Source: an optimization exercise on an open RTL-to-GDS flow (aim: small area and a short achievable clock period). Production flows keep margins and buffers that such runs may drop. Where RTL was checked, it was by simulation tests only, not by an equivalence proof against the original.

==> job 8163: inputs <==
## mac
module mac (
    input  logic               i_nrst,
    input  logic               i_clk,
    input  logic signed  [7:0] i_a0, i_a1, i_a2, i_a3, i_a4, i_a5, i_a6, i_a7,
    input  logic signed  [7:0] i_b0, i_b1, i_b2, i_b3, i_b4, i_b5, i_b6, i_b7,
    output logic signed [18:0] o_res
);
==> flow/config.mk <==
export PLATFORM = sky130hd
export DESIGN_NAME = mac
export DESIGN_NICKNAME = mac
export VERILOG_FILES = /design/flow/design.v
export SDC_FILE = /design/flow/constraint.sdc
export NUM_CORES = 4
export LEC_CHECK = 0
export CAP_MARGIN = 20
export CORE_MARGIN = 5
export CORE_UTILIZATION = 60
export CTS_CLUSTER_DIAMETER = 100
export CTS_CLUSTER_SIZE = 30
export SETUP_SLACK_MARGIN = 2.8
export SLEW_MARGIN = 20
export SYNTH_HIERARCHICAL = 1
export SYNTH_MINIMUM_KEEP_SIZE = 0
==> flow/constraint.sdc <==
create_clock -name core_clock -period 5.5 [get_ports {i_clk}]
set_input_delay 1.1000 -clock core_clock [delete_from_list [all_inputs] [get_ports {i_clk}]]
set_output_delay 1.1000 -clock core_clock [all_outputs]
set_load 0.01 [all_outputs]
standard.sh (not shown) runs the stock make flow with config.mk's settings and CLKGATE_MAP_FILE= SYNTH_SCRIPT=/design/flow/synth_recipe.tcl, a recipe that flattens the netlist after the stock synthesis.
==> flow/flow/run.sh <==
#!/bin/bash
set -e
export BUFFER_PORTS_ARGS="-buffer_cell sky130_fd_sc_hd__buf_1"
sed -E 's/SETUP_SLACK_MARGIN=[-0-9.]+/SETUP_SLACK_MARGIN=0/' standard.sh > standard_fp.sh
bash standard_fp.sh synth floorplan > standard_fp.log 2>&1
bash standard.sh > standard.log 2>&1
==> job 4923 (differences from job 8163) <==
==> flow/flow/run.sh (replaced) <==
#!/bin/bash
set -e
export BUFFER_PORTS_ARGS="-buffer_cell sky130_fd_sc_hd__buf_1"
bash standard.sh > standard.log 2>&1
CORE_UTILIZATION = 40   (was 60)
CTS_CLUSTER_DIAMETER = not set   (was 100)
CTS_CLUSTER_SIZE = not set   (was 30)
==> summary of the runs <==
- Job 8163 went through all stages and came out clean. Job 4923 finished clean.
- Setup slack: job 4923 is higher than job 8163 (0.028 ns).
- Of job 8163 and job 4923, job 4923 has the higher die area (gap about 32%, measured against job 4923).

========
==> inputs of run a <==
Another version of the RTL of mac (not shown whole).
==> flow/design.v (excerpt) <==
module mac (
    input  logic               i_nrst,
    input  logic               i_clk,
    input  logic signed  [7:0] i_a0, i_a1, i_a2, i_a3, i_a4, i_a5, i_a6, i_a7,
    input  logic signed  [7:0] i_b0, i_b1, i_b2, i_b3, i_b4, i_b5, i_b6, i_b7,
    output logic signed [18:0] o_res
);
clock: 5.5 ns
lec_check: 0
cap_margin: 20
core_margin: 5
core_utilization: 40
slew_margin: 20
synth_hierarchical: 1
synth_minimum_keep_size: 0
run.sh (not shown) runs the stock make flow with config.mk's settings and CLKGATE_MAP_FILE= SYNTH_SCRIPT=/design/flow/synth_recipe.tcl, a recipe that flattens the netlist after the stock synthesis.
Stock flow here: none of the scripts above is used.
==> inputs of run b, as changes to run a <==
ABC_CLOCK_PERIOD_IN_PS = 1000   (was default)
SETUP_SLACK_MARGIN = 2.0   (was default)
==> notes <==
- Of run a and run b, run b has the higher register-to-register slack (gap 520 ps).
- Against run a, the sequential share of layout area of run b is lower by 0.13 points.
- In critical path depth, run a and run b do not differ.
- Of run a and run b, run b has the higher global-route usage (gap 0.17 points).
- Design area: run b is higher than run a (2.8%).
- Flip-flop and latch count is the same in run a and run b.
- In run a the fmax is smaller than in run b, by about 12%.
- Of run b and run a, run b has the higher wire length (gap about 0.6%, measured against run a).
==> figures <==
Final Cell Area: run b 21700 um^2; run a 21100 um^2
Area of combinational cells with multiple inputs: run b 13500 um^2; run a 13000 um^2
Max Clk Rate: run b 268 MHz; run a 235 MHz
Reg2reg start: run b r2[45]; run a r2[28]
Data required time of the worst path: run b 5910 ps; run a 5950 ps
Met1 usage: run b 0.268; run a 0.269
Worst Clk Skew: run b 25.7 ps; run a 13.0 ps
Portion of the layout cell area used by non-clock buffers: run b 0.0732; run a 0.0701
Global-route usage over all layers: run b 0.210; run a 0.208
Period Utilization, post-route: run b 0.679; run a 0.774
Vias after detailed routing: run b 11300; run a 11400
Result of the run: run b no timing/DRC/antenna violations; run a no timing/DRC/antenna violations
Post-placement cell area: run b 20400 um^2; run a 20200 um^2
Sequential Area: run b 4790 um^2; run a 4680 um^2
Setup slack, reg-to-reg: run b 1760 ps; run a 1240 ps
Final area over synthesized area: run b 1.184x; run a 1.151x
DRT iter0 DRCs: run b 660; run a 629
Net count of the finished layout: run b 2288; run a 2276
Min Clock Period, post-route: run b 3740 ps; run a 4260 ps

========
==> 06-05 <==
Another version of the RTL of mac (not shown whole).
==> flow/config.mk <==
export PLATFORM = sky130hd
export DESIGN_NAME = mac
export DESIGN_NICKNAME = mac
export VERILOG_FILES = /design/flow/design.v
export SDC_FILE = /design/flow/constraint.sdc
export NUM_CORES = 4
export LEC_CHECK = 0
export CAP_MARGIN = 20
export CORE_MARGIN = 5
export CORE_UTILIZATION = 40
export SETUP_SLACK_MARGIN = 2.0
export SLEW_MARGIN = 20
export SYNTH_HIERARCHICAL = 1
export SYNTH_MINIMUM_KEEP_SIZE = 0
==> flow/constraint.sdc <==
create_clock -name core_clock -period 5.5 [get_ports {i_clk}]
set_input_delay 1.1000 -clock core_clock [delete_from_list [all_inputs] [get_ports {i_clk}]]
set_output_delay 1.1000 -clock core_clock [all_outputs]
set_load 0.01 [all_outputs]
standard.sh (not shown) runs the stock make flow with config.mk's settings and CLKGATE_MAP_FILE= SYNTH_SCRIPT=/design/flow/synth_recipe.tcl, a recipe that flattens the netlist after the stock synthesis.
==> flow/flow/run.sh <==
#!/bin/bash
set -e
export BUFFER_PORTS_ARGS="-buffer_cell sky130_fd_sc_hd__buf_1"
bash standard.sh > standard.log 2>&1
==> inputs of 06-04, as changes to 06-05 <==
--- a/flow/design.v
+++ b/flow/design.v
@@ -1456,14 +1456,15 @@
     logic c1448;
     logic s1449;
     logic c1450;
     logic s1451;
     logic c1452;
     logic s1453;
     logic c1454;
+    logic [48:0] r2;
     logic s1455;
     logic c1456;
     logic s1457;
     logic c1458;
     logic s1459;
     logic c1460;
     logic s1461;
@@ -1486,15 +1487,14 @@
     logic c1478;
     logic s1479;
     logic c1480;
     logic s1481;
     logic c1482;
     logic s1483;
     logic c1484;
-    logic [34:0] r2;
     logic [18:0] nx, ny, sum;
     assign p1 = ~(i_a0[0] & i_b0[0]);
     assign p2 = ~(i_a0[0] & i_b0[1]);
     assign p3 = ~(i_a0[0] & i_b0[2]);
     assign p4 = ~(i_a0[0] & i_b0[3]);
     assign p5 = ~(i_a0[0] & i_b0[4]);
     assign p6 = ~(i_a0[0] & i_b0[5]);
@@ -2587,68 +2587,82 @@
     mac_fa us1441 (.a(c1402), .b(s1405), .ci(c1404), .s(s1441), .co(c1442));
     mac_fa us1443 (.a(c1406), .b(s1409), .ci(c1408), .s(s1443), .co(c1444));
     mac_fa us1445 (.a(s1413), .b(c1410), .ci(c1412), .s(s1445), .co(c1446));
     mac_fa us1447 (.a(c1414), .b(s1417), .ci(c1416), .s(s1447), .co(c1448));
     mac_fa us1449 (.a(s1421), .b(c1418), .ci(s1423), .s(s1449), .co(c1450));
     mac_fa us1451 (.a(c1422), .b(s1425), .ci(c1424), .s(s1451), .co(c1452));
     mac_fa us1453 (.a(r1[112]), .b(r1[113]), .ci(c1426), .s(s1453), .co(c1454));
-    mac_fa us1455 (.a(1'b1), .b(r1[3]), .ci(r1[4]), .s(s1455), .co(c1456));
-    mac_fa us1457 (.a(r1[6]), .b(r1[7]), .ci(r1[8]), .s(s1457), .co(c1458));
-    mac_fa us1459 (.a(r1[9]), .b(s1383), .ci(s1429), .s(s1459), .co(c1460));
-    mac_fa us1461 (.a(c1430), .b(s1387), .ci(s1431), .s(s1461), .co(c1462));
-    mac_fa us1463 (.a(c1432), .b(s1391), .ci(s1433), .s(s1463), .co(c1464));
-    mac_fa us1465 (.a(c1434), .b(s1395), .ci(s1435), .s(s1465), .co(c1466));
-    mac_fa us1467 (.a(c1436), .b(s1437), .ci(s1399), .s(s1467), .co(c1468));
-    mac_fa us1469 (.a(c1438), .b(s1403), .ci(s1439), .s(s1469), .co(c1470));
-    mac_fa us1471 (.a(s1407), .b(c1440), .ci(s1441), .s(s1471), .co(c1472));
-    mac_fa us1473 (.a(s1411), .b(c1442), .ci(s1443), .s(s1473), .co(c1474));
-    mac_fa us1475 (.a(s1415), .b(c1444), .ci(s1445), .s(s1475), .co(c1476));
-    mac_fa us1477 (.a(s1419), .b(c1446), .ci(s1447), .s(s1477), .co(c1478));
-    mac_fa us1479 (.a(c1420), .b(s1449), .ci(c1448), .s(s1479), .co(c1480));
-    mac_fa us1481 (.a(s1427), .b(c1450), .ci(s1451), .s(s1481), .co(c1482));
-    mac_fa us1483 (.a(c1428), .b(s1453), .ci(c1452), .s(s1483), .co(c1484));
     always_ff @(posedge i_clk) begin
         r2[0] <= r1[0];
         r2[1] <= r1[1];
         r2[2] <= r1[2];
-        r2[3] <= s1455;
-        r2[4] <= r1[5];
-        r2[5] <= c1456;
-        r2[6] <= s1457;
-        r2[7] <= c1458;
-        r2[8] <= s1459;
-        r2[9] <= c1460;
-        r2[10] <= s1461;
-        r2[11] <= c1462;
-        r2[12] <= s1463;
-        r2[13] <= c1464;
-        r2[14] <= s1465;
-        r2[15] <= c1466;
-        r2[16] <= s1467;
-        r2[17] <= c1468;
-        r2[18] <= s1469;
-        r2[19] <= c1470;
-        r2[20] <= s1471;
-        r2[21] <= c1472;
-        r2[22] <= s1473;
-        r2[23] <= c1474;
-        r2[24] <= s1475;
-        r2[25] <= c1476;
-        r2[26] <= s1477;
-        r2[27] <= c1478;
-        r2[28] <= s1479;
-        r2[29] <= c1480;
-        r2[30] <= s1481;
-        r2[31] <= c1482;
-        r2[32] <= s1483;
-        r2[33] <= c1484;
-        r2[34] <= c1454;
+        r2[3] <= r1[3];
+        r2[4] <= r1[4];
+        r2[5] <= r1[5];
+        r2[6] <= r1[6];
+        r2[7] <= r1[7];
+        r2[8] <= r1[8];
+        r2[9] <= s1429;
+        r2[10] <= r1[9];
+        r2[11] <= s1383;
+        r2[12] <= c1430;
+        r2[13] <= s1431;
+        r2[14] <= s1387;
+        r2[15] <= c1432;
+        r2[16] <= s1433;
+        r2[17] <= s1391;
+        r2[18] <= c1434;
+        r2[19] <= s1435;
+        r2[20] <= s1395;
+        r2[21] <= c1436;
+        r2[22] <= s1437;
+        r2[23] <= s1399;
+        r2[24] <= c1438;
+        r2[25] <= s1439;
+        r2[26] <= s1403;
+        r2[27] <= c1440;
+        r2[28] <= s1441;
+        r2[29] <= s1407;
+        r2[30] <= c1442;
+        r2[31] <= s1443;
+        r2[32] <= s1411;
+        r2[33] <= c1444;
+        r2[34] <= s1445;
+        r2[35] <= s1415;
+        r2[36] <= c1446;
+        r2[37] <= s1447;
+        r2[38] <= s1419;
+        r2[39] <= c1448;
+        r2[40] <= s1449;
+        r2[41] <= c1420;
+        r2[42] <= c1450;
+        r2[43] <= s1451;
+        r2[44] <= s1427;
+        r2[45] <= c1452;
+        r2[46] <= s1453;
+        r2[47] <= c1428;
+        r2[48] <= c1454;
     end
-    assign nx = {1'b0, r2[33], r2[31], r2[29], r2[27], r2[25], r2[23], r2[21], r2[19], r2[17], r2[15], r2[13], r2[11], r2[9], r2[7], r2[5], r2[3], r2[2], r2[0]};
-    assign ny = {1'b1, r2[34], r2[32], r2[30], r2[28], r2[26], r2[24], r2[22], r2[20], r2[18], r2[16], r2[14], r2[12], r2[10], r2[8], r2[6], r2[4], 1'b1, r2[1]};
+    mac_fa us1455 (.a(1'b1), .b(r2[3]), .ci(r2[4]), .s(s1455), .co(c1456));
+    mac_fa us1457 (.a(r2[6]), .b(r2[7]), .ci(r2[8]), .s(s1457), .co(c1458));
+    mac_fa us1459 (.a(r2[10]), .b(r2[11]), .ci(r2[9]), .s(s1459), .co(c1460));
+    mac_fa us1461 (.a(r2[12]), .b(r2[13]), .ci(r2[14]), .s(s1461), .co(c1462));
+    mac_fa us1463 (.a(r2[15]), .b(r2[16]), .ci(r2[17]), .s(s1463), .co(c1464));
+    mac_fa us1465 (.a(r2[18]), .b(r2[19]), .ci(r2[20]), .s(s1465), .co(c1466));
+    mac_fa us1467 (.a(r2[21]), .b(r2[22]), .ci(r2[23]), .s(s1467), .co(c1468));
+    mac_fa us1469 (.a(r2[24]), .b(r2[25]), .ci(r2[26]), .s(s1469), .co(c1470));
+    mac_fa us1471 (.a(r2[27]), .b(r2[28]), .ci(r2[29]), .s(s1471), .co(c1472));
+    mac_fa us1473 (.a(r2[30]), .b(r2[31]), .ci(r2[32]), .s(s1473), .co(c1474));
+    mac_fa us1475 (.a(r2[33]), .b(r2[34]), .ci(r2[35]), .s(s1475), .co(c1476));
+    mac_fa us1477 (.a(r2[36]), .b(r2[37]), .ci(r2[38]), .s(s1477), .co(c1478));
+    mac_fa us1479 (.a(r2[39]), .b(r2[40]), .ci(r2[41]), .s(s1479), .co(c1480));
+    mac_fa us1481 (.a(r2[42]), .b(r2[43]), .ci(r2[44]), .s(s1481), .co(c1482));
+    mac_fa us1483 (.a(r2[45]), .b(r2[46]), .ci(r2[47]), .s(s1483), .co(c1484));
+    assign nx = {1'b0, c1484, c1482, c1480, c1478, c1476, c1474, c1472, c1470, c1468, c1466, c1464, c1462, c1460, c1458, c1456, s1455, r2[2], r2[0]};
+    assign ny = {1'b1, r2[48], s1483, s1481, s1479, s1477, s1475, s1473, s1471, s1469, s1467, s1465, s1463, s1461, s1459, s1457, r2[5], 1'b1, r2[1]};
     assign sum = ~nx + ~ny;
     logic nrst_d1, nrst_d2;
     logic [18:0] res;
     always_ff @(posedge i_clk) begin
         nrst_d1 <= i_nrst;
         nrst_d2 <= nrst_d1;
         if (!(i_nrst && nrst_d1 && nrst_d2)) res <= '0;
SETUP_SLACK_MARGIN = 2.5   (was 2.0)
==> inputs of 02-18, as changes to 06-05 <==
SETUP_SLACK_MARGIN = 2.5   (was 2.0)
==> summary.txt <==
Global routing
  • Met2 usage: 42.51%
  • Number of global-route vias before repair: roughly 13k

Synthesis
  • Post-Synthesis Cells: 1501
  • Commonest cells post-synth: 486 x fa_1, 409 x nand2_1, 184 x dfxtp_1, 116 x and2_1, 116 x clkbuf_1

Final layout
  • Signal buffers: 167
  • Fraction of layout cells with a size suffix above 1: approximately two fifths

Hold path
  • Hold_sp: r1[1]

Outcome
  • Status: no timing/DRC/antenna violations

Drt
  • Wire length per cell: between 20 and 30 um
  • Top sig layer: met4
-- figures above: 06-04

==> summary.txt <==
Drt
  • Top sig layer: met5
  • Wire length per cell: between 20 and 30 um

Final layout
  • Signal buffers: 157
  • Fraction of layout cells with a size suffix above 1: 41.75%

Hold path
  • Hold_sp: r1[0]

Global routing
  • Number of global-route vias before repair: approximately 13k
  • Met2 usage: between 40% and 50%

Synthesis
  • Post-Synthesis Cells: about 1.5k
  • Commonest cells post-synth: 486 x fa_1, 409 x nand2_1, 170 x dfxtp_1, 116 x and2_1, 116 x clkbuf_1

Critical path
  • Worst Setup SP: i_b1[7]

Outcome
  • Status: no timing/DRC/antenna violations
-- figures above: 02-18

==> summary.txt <==
Drt
  • Top sig layer: met4
  • Wire length per cell: ~27 um

Final layout
  • Fraction of layout cells with a size suffix above 1: under 10%
  • Signal buffers: around 150

Outcome
  • Status: no timing/DRC/antenna violations

Synthesis
  • Post-Synthesis Cells: roughly 1.5k
  • Commonest cells post-synth: 486 x fa_1, 409 x nand2_1, 170 x dfxtp_1, 116 x and2_1, 116 x clkbuf_1

Hold path
  • Hold_sp: r1[5]

STA
  • Hold slack: 0.3283 ns
-- figures above: 06-05

For 06-04, only the layout was checked, not whether the RTL still works.

-- what the ideal ports hide --
The results above use ideal ports. As a check the final layouts listed here were re-extracted and re-timed, cells and wires unchanged. Step 1, drivers: a clkbuf_16 drives i_clk and a buf_2 each remaining input, both assumed. Step 2 adds t to the input delays and takes it off the output delays; t is the mean of the earliest and latest rising clock arrival at the registers after step 1. Input paths then give back, and output paths get back, about the clock's delay inside the block. Three values: no drivers, after step 1, after step 2; two values: the first two.
run | t, ns | slack for setup (ns) | worst setup path at the end | worst slew at a driven data input, ns
job 8163 | 0.528 | 2.761 / 2.761 / 2.269 | input to register | 0.08
job 4923 | 0.606 | 2.790 / 2.790 / 2.227 | input to register | 0.05
run a | 0.586 | 1.244 / 1.244 / 1.244 | register to register | 0.05
run b | 0.613 | 1.763 / 1.763 / 1.763 | register to register | 0.05
06-05 | 0.497 | 1.998 / 2.029 / 1.532 | input to register | 0.09
06-04 | 0.504 | 2.373 / 2.375 / 1.871 | input to register | 0.12
02-18 | 0.495 | 2.371 / 2.371 / 1.876 | input to register | 0.08
After both steps setup and hold are still met in every run listed. For job 4923, which loses most, drivers alone change the setup slack by 0.000 ns; drivers and shift together by -0.563 ns.
